This design comes from an exercise in tuning for small area and a short achievable clock period on the open sky130 flow, not from production work.
Function was checked by simulation only, so behaviour that the tests miss may differ from the original.
Power figures rest on the tool's default switching activity, not on a simulated workload.

== try-onyx ==
## calc_top
module calc_top (
   input              clk,
   input              rst,
   input      [15:0]  data_x,
   input      [1:0]   KEY,
   input      [6:0]   SW,
   output     [7:0]   HEX0,
   output     [7:0]   HEX1,
   output     [7:0]   HEX2,
   output     [7:0]   HEX3,
   output     [7:0]   HEX4,
   output     [7:0]   HEX5,
   output     [1:0]   LEDR
   );
export LEC_CHECK = 0
export CAP_MARGIN = 20
export CORE_MARGIN = 2
export CORE_UTILIZATION = 65
export CTS_BUF_LIST = sky130_fd_sc_hd__clkbuf_8
export CTS_CLUSTER_DIAMETER = 40
export CTS_CLUSTER_SIZE = 16
export PLACE_DENSITY = 0.8
export SLEW_MARGIN = 20
create_clock -name core_clock -period 28.0 [get_ports {clk}]
standard.sh (not shown) runs the stock make flow with config.mk's settings and CLKGATE_MAP_FILE= SYNTH_SCRIPT=/design/flow/synth_recipe.tcl, a recipe that flattens the netlist after the stock synthesis.
==> flow/flow/run.sh <==
#!/bin/bash
# Own layout flow: the standard synthesis, then the combinational logic
# between the registers is mapped again by ABC (the registers, their names
# and cell types stay as the standard synthesis made them), then the standard flow's
# standard layout steps from floorplan to finish, with timing repair aiming
# past zero slack and plain buffers on the ports.
set -euo pipefail
W=$(pwd)
R=$W/orfs/results/$FLOW_PLATFORM/calc_top/base
ABC_SCRIPT="+strash;dc2;b;dch,-f;map;buffer;topo;dnsize"
ABC_SCRIPT2="+strash;dch,-f;amap;topo;dnsize"
MARGIN=13
YOSYS=yosys
[[ -x $FLOW_HOME/../tools/install/yosys/bin/yosys ]] && YOSYS=$FLOW_HOME/../tools/install/yosys/bin/yosys

bash standard.sh synth > $W/std_synth.log 2>&1
cp $R/1_2_yosys.v $W/std_netlist.v

DONT_USE=$(make -s -C $FLOW_HOME DESIGN_CONFIG=$W/config.mk WORK_HOME=$W/orfs print-DONT_USE_CELLS | sed -n 's/^DONT_USE_CELLS: *//p' | tail -1)
LIB=$(make -s -C $FLOW_HOME DESIGN_CONFIG=$W/config.mk WORK_HOME=$W/orfs print-LIB_FILES | sed -n 's/^LIB_FILES: *//p' | tail -1)
export REMAP_IN=$W/std_netlist.v REMAP_OUT=$W/remap_netlist.v REMAP_LIB="$LIB" \
       REMAP_DONT_USE="$DONT_USE" REMAP_TOP=$FLOW_TOP REMAP_SCRIPT="$ABC_SCRIPT" \
       REMAP_SCRIPT2="$ABC_SCRIPT2"
$YOSYS -c $W/flow/remap.tcl > $W/remap.log 2>&1
cp $W/remap_netlist.v $R/1_2_yosys.v
rm -f $R/1_synth.odb $R/1_synth.sdc

bash standard.sh SETUP_SLACK_MARGIN=$MARGIN \
   BUFFER_PORTS_ARGS="-buffer_cell sky130_fd_sc_hd__buf_2" finish > $W/layout.log 2>&1
==> flow/flow/remap.tcl <==
# Map the standard synthesis's combinational logic again.  The cone that
# drives the outputs (the critical paths, from SW to HEX) is mapped for
# delay, the rest for area.  Registers are kept as black boxes, so their
# instances, names and cell types are untouched.
yosys -import
set lib [lindex $::env(REMAP_LIB) 0]
read_liberty -ignore_miss_func -ignore_miss_dir $lib
read_verilog $::env(REMAP_IN)
hierarchy -top $::env(REMAP_TOP)
setattr -mod -set blackbox 1 sky130_fd_sc_hd__*df*
flatten
opt_clean -purge
set du {}
foreach c $::env(REMAP_DONT_USE) { lappend du -dont_use $c }
select -set oc o:HEX* o:LEDR* %u %ci*:-sky130_fd_sc_hd__dfxtp_1:-sky130_fd_sc_hd__edfxtp_1
abc -liberty $lib {*}$du -script $::env(REMAP_SCRIPT) @oc
select -clear
abc -liberty $lib {*}$du -script $::env(REMAP_SCRIPT2)
opt_clean -purge
hilomap -singleton -hicell sky130_fd_sc_hd__conb_1 HI -locell sky130_fd_sc_hd__conb_1 LO
setundef -zero
splitnets
opt_clean -purge
insbuf -buf sky130_fd_sc_hd__buf_4 A X
read_liberty -lib -ignore_miss_func -ignore_miss_dir $lib
hierarchy -top $::env(REMAP_TOP)
tee -o remap_stat.txt stat -liberty $lib
check -assert
write_verilog -noattr -nohex -nodec $::env(REMAP_OUT)
try-onyx finished every step from synthesis to the final layout, and the layout passed the timing, DRC and antenna checks.
### try-onyx -> try-zinc
--- a/flow/flow/run.sh
+++ b/flow/flow/run.sh
@@ -9,5 +9,5 @@
 R=$W/orfs/results/$FLOW_PLATFORM/calc_top/base
-ABC_SCRIPT="+strash;dc2;b;dch,-f;map;buffer;topo;dnsize"
+ABC_SCRIPT="+strash;dc2;b;dch,-f;map;topo;dnsize"
 ABC_SCRIPT2="+strash;dch,-f;amap;topo;dnsize"
-MARGIN=13
+MARGIN=12.7
 YOSYS=yosys
- Summary — clock share of power, try-zinc relative to try-onyx: lower, by 0.7 points.
- try-zinc ends up with a proportion of power drawn by combinational gates that is 2.1 points lower than in try-onyx.
- try-zinc against try-onyx: final cell utilization of the core fell 3.0 points, share of final-layout standard cells stronger than drive strength 1 lost 4.9 points, switching power of the nets went down.
- try-zinc against try-onyx: count of non-filler cells in the finished layout dropped about 2.2%, total chip power down about 5.4%, routed wire length has decreased, layout buffer count excluding clock buffers dropped about 40%.
## Diff of input files: try-violet against try-zinc
--- a/flow/flow/run.sh
+++ b/flow/flow/run.sh
@@ -11,3 +11,3 @@
 ABC_SCRIPT2="+strash;dch,-f;amap;topo;dnsize"
-MARGIN=12.7
+MARGIN=13.3
 YOSYS=yosys
==> summary.txt <==
Pin slew with the least headroom to its limit, try-zinc and try-violet, higher one = try-violet. Sort try-zinc and try-violet by data arrival at the endpoint of the critical path, descending, and try-zinc comes first. try-zinc → try-violet: portion of total power attributed to combinational logic rose 4.0 points, global-route wire length before repair went up. The estimated power of try-violet ends up higher than the estimate for try-zinc. NOTE: final period utilization in try-violet falls short of that of try-zinc. Diff try-zinc -> try-violet: all-layer global routing usage has increased, aggregate routed wire length saw an increase.
What try-quartz does differently from try-violet at the input level:
# try-violet
export LEC_CHECK = 0
export CAP_MARGIN = 20
export CORE_MARGIN = 2
export CORE_UTILIZATION = 65
export CTS_BUF_LIST = sky130_fd_sc_hd__clkbuf_8
export CTS_CLUSTER_DIAMETER = 40
export CTS_CLUSTER_SIZE = 16
export PLACE_DENSITY = 0.8
export SLEW_MARGIN = 20
create_clock -name core_clock -period 28.0 [get_ports {clk}]
# try-quartz
export LEC_CHECK = 0
export CAP_MARGIN = 20
export CORE_MARGIN = 2
export CORE_UTILIZATION = 65
export CTS_BUF_LIST = sky130_fd_sc_hd__clkbuf_4 sky130_fd_sc_hd__clkbuf_8
export CTS_CLUSTER_DIAMETER = 40
export CTS_CLUSTER_SIZE = 16
export PLACE_DENSITY = 0.8
export SLEW_MARGIN = 20
create_clock -name core_clock -period 28.0 [get_ports {clk}]
--- a/flow/flow/run.sh
+++ b/flow/flow/run.sh
@@ -11,3 +11,3 @@
 ABC_SCRIPT2="+strash;dch,-f;amap;topo;dnsize"
-MARGIN=13.3
+MARGIN=13
 YOSYS=yosys
==> summary.txt <==
- The post-layout instance area reported for try-quartz is smaller than that of try-violet by about 5%.
- Routed wire length ended up 2.9 mm lower on try-quartz than on try-violet.
- Changes observed in try-quartz relative to try-violet: average via count per standard cell went down about 3%, via count went down 419, part of the cycle the worst path needs went up 0.27 points, clock-cell share of area held.
- Sort try-violet and try-quartz by sequential share of layout area, descending, and try-quartz comes first.
## Diff of input files: try-fjord against try-quartz
# try-quartz
export LEC_CHECK = 0
export CAP_MARGIN = 20
export CORE_MARGIN = 2
export CORE_UTILIZATION = 65
export CTS_BUF_LIST = sky130_fd_sc_hd__clkbuf_4 sky130_fd_sc_hd__clkbuf_8
export CTS_CLUSTER_DIAMETER = 40
export CTS_CLUSTER_SIZE = 16
export PLACE_DENSITY = 0.8
export SLEW_MARGIN = 20
create_clock -name core_clock -period 28.0 [get_ports {clk}]
# try-fjord
export LEC_CHECK = 0
export CAP_MARGIN = 20
export CORE_MARGIN = 2
export CORE_UTILIZATION = 65
export CTS_BUF_LIST = sky130_fd_sc_hd__clkbuf_8
export CTS_CLUSTER_DIAMETER = 40
export CTS_CLUSTER_SIZE = 16
export PLACE_DENSITY = 0.8
export PLACE_DENSITY_LB_ADDON = 0.1
export SLEW_MARGIN = 20
create_clock -name core_clock -period 28.0 [get_ports {clk}]
The via count reported for try-fjord is higher than the one for try-quartz.
Compared with try-quartz, try-fjord shows synthesis-to-layout area growth higher by 0.77 points.
try-quartz → try-fjord: count of instances resized after the clock tree is built moved up, amount of wire on met2 after detailed routing moved up, sequential share of layout area moved down.
try-quartz reports its library cell contributing the largest single delay on the critical path as sky130_fd_sc_hd__a211oi_2 while try-fjord reports sky130_fd_sc_hd__a211oi_1.
Cell area after synthesis came out exactly the same in try-fjord and try-quartz.
From try-quartz to try-fjord the numbers moved as follows: overall power after layout rose about 0.34%, average wire per cell in the routed design rose 1.4%, number of global-route vias before repair fell about 0.9%, area of all placed cells without fillers rose about 0.7%.
## Diff of input files: try-raven against try-fjord
# try-fjord
export LEC_CHECK = 0
export CAP_MARGIN = 20
export CORE_MARGIN = 2
export CORE_UTILIZATION = 65
export CTS_BUF_LIST = sky130_fd_sc_hd__clkbuf_8
export CTS_CLUSTER_DIAMETER = 40
export CTS_CLUSTER_SIZE = 16
export PLACE_DENSITY = 0.8
export PLACE_DENSITY_LB_ADDON = 0.1
export SLEW_MARGIN = 20
create_clock -name core_clock -period 28.0 [get_ports {clk}]
# try-raven
export LEC_CHECK = 0
export CAP_MARGIN = 20
export CORE_MARGIN = 2
export CORE_UTILIZATION = 65
export CTS_BUF_LIST = sky130_fd_sc_hd__clkbuf_8
export CTS_CLUSTER_DIAMETER = 40
export CTS_CLUSTER_SIZE = 16
export PLACE_DENSITY = 0.8
export SLEW_MARGIN = 20
create_clock -name core_clock -period 28.0 [get_ports {clk}]
--- a/flow/flow/run.sh
+++ b/flow/flow/run.sh
@@ -2,6 +2,8 @@
 # Own layout flow: the standard synthesis, then the combinational logic
-# between the registers is mapped again by ABC (the registers, their names
-# and cell types stay as the standard synthesis made them), then the standard flow's
+# between the registers is mapped again by ABC, the cone that drives the
+# outputs for delay and the rest for area (the registers, their names and
+# cell types stay as the standard synthesis made them), then the standard flow's
 # standard layout steps from floorplan to finish, with timing repair aiming
-# past zero slack and plain buffers on the ports.
+# past zero slack and plain buffers on the ports.  Each tool's output goes
+# to a log file of its own in the work folder.
 set -euo pipefail
@@ -18,4 +20,6 @@
 
-DONT_USE=$(make -s -C $FLOW_HOME DESIGN_CONFIG=$W/config.mk WORK_HOME=$W/orfs print-DONT_USE_CELLS | sed -n 's/^DONT_USE_CELLS: *//p' | tail -1)
-LIB=$(make -s -C $FLOW_HOME DESIGN_CONFIG=$W/config.mk WORK_HOME=$W/orfs print-LIB_FILES | sed -n 's/^LIB_FILES: *//p' | tail -1)
+make -s -C $FLOW_HOME DESIGN_CONFIG=$W/config.mk WORK_HOME=$W/orfs \
+   print-DONT_USE_CELLS print-LIB_FILES > $W/flow_vars.log 2>&1
+DONT_USE=$(sed -n 's/^DONT_USE_CELLS: *//p' $W/flow_vars.log | tail -1)
+LIB=$(sed -n 's/^LIB_FILES: *//p' $W/flow_vars.log | tail -1)
 export REMAP_IN=$W/std_netlist.v REMAP_OUT=$W/remap_netlist.v REMAP_LIB="$LIB" \
Results
- Looking at post-layout instance area, try-raven sits 110 um2 below try-fjord.
- Global-route usage sits higher in try-raven than in try-fjord.
- Between try-raven and try-fjord, the total power density per cell area figures differ only marginally.

separate check: timing with driven ports:
The flow's constraints put no driver on any port. The routed layouts listed below were extracted and timed again, unchanged, in two steps.
Step 1 sets driving cells, clkbuf_16 on the clock port and buf_2 on the other inputs (assumed; they add their load-dependent delay and slew).
Step 2 moves the port delays by t, midway between the first and last clock arrival at a register: inputs arrive t later, outputs are due t later. That takes back most of the time a late clock gives input paths.
Three values: no drivers, after step 1, after step 2; two values: the first two.
| run | t (ns) | setup WS [ns] | worst slew at a driven data input, ns |
|---|---|---|---|
| try-onyx | 0.623 | 13.071 / 12.990 / 12.990 | 0.08 |
| try-zinc | 0.603 | 12.907 / 12.862 / 12.862 | 0.07 |
| try-violet | 0.635 | 13.243 / 13.080 / 13.080 | 0.22 |
| try-quartz | 0.601 | 13.168 / 13.122 / 13.122 | 0.07 |
| try-fjord | 0.607 | 13.138 / 13.067 / 13.067 | 0.07 |
| try-raven | 0.602 | 13.174 / 13.136 / 13.136 | 0.07 |
After both steps setup and hold are still met in every run listed. The setup slack of try-violet, which loses most, moves by -0.163 ns with the drivers and by -0.163 ns with both steps.
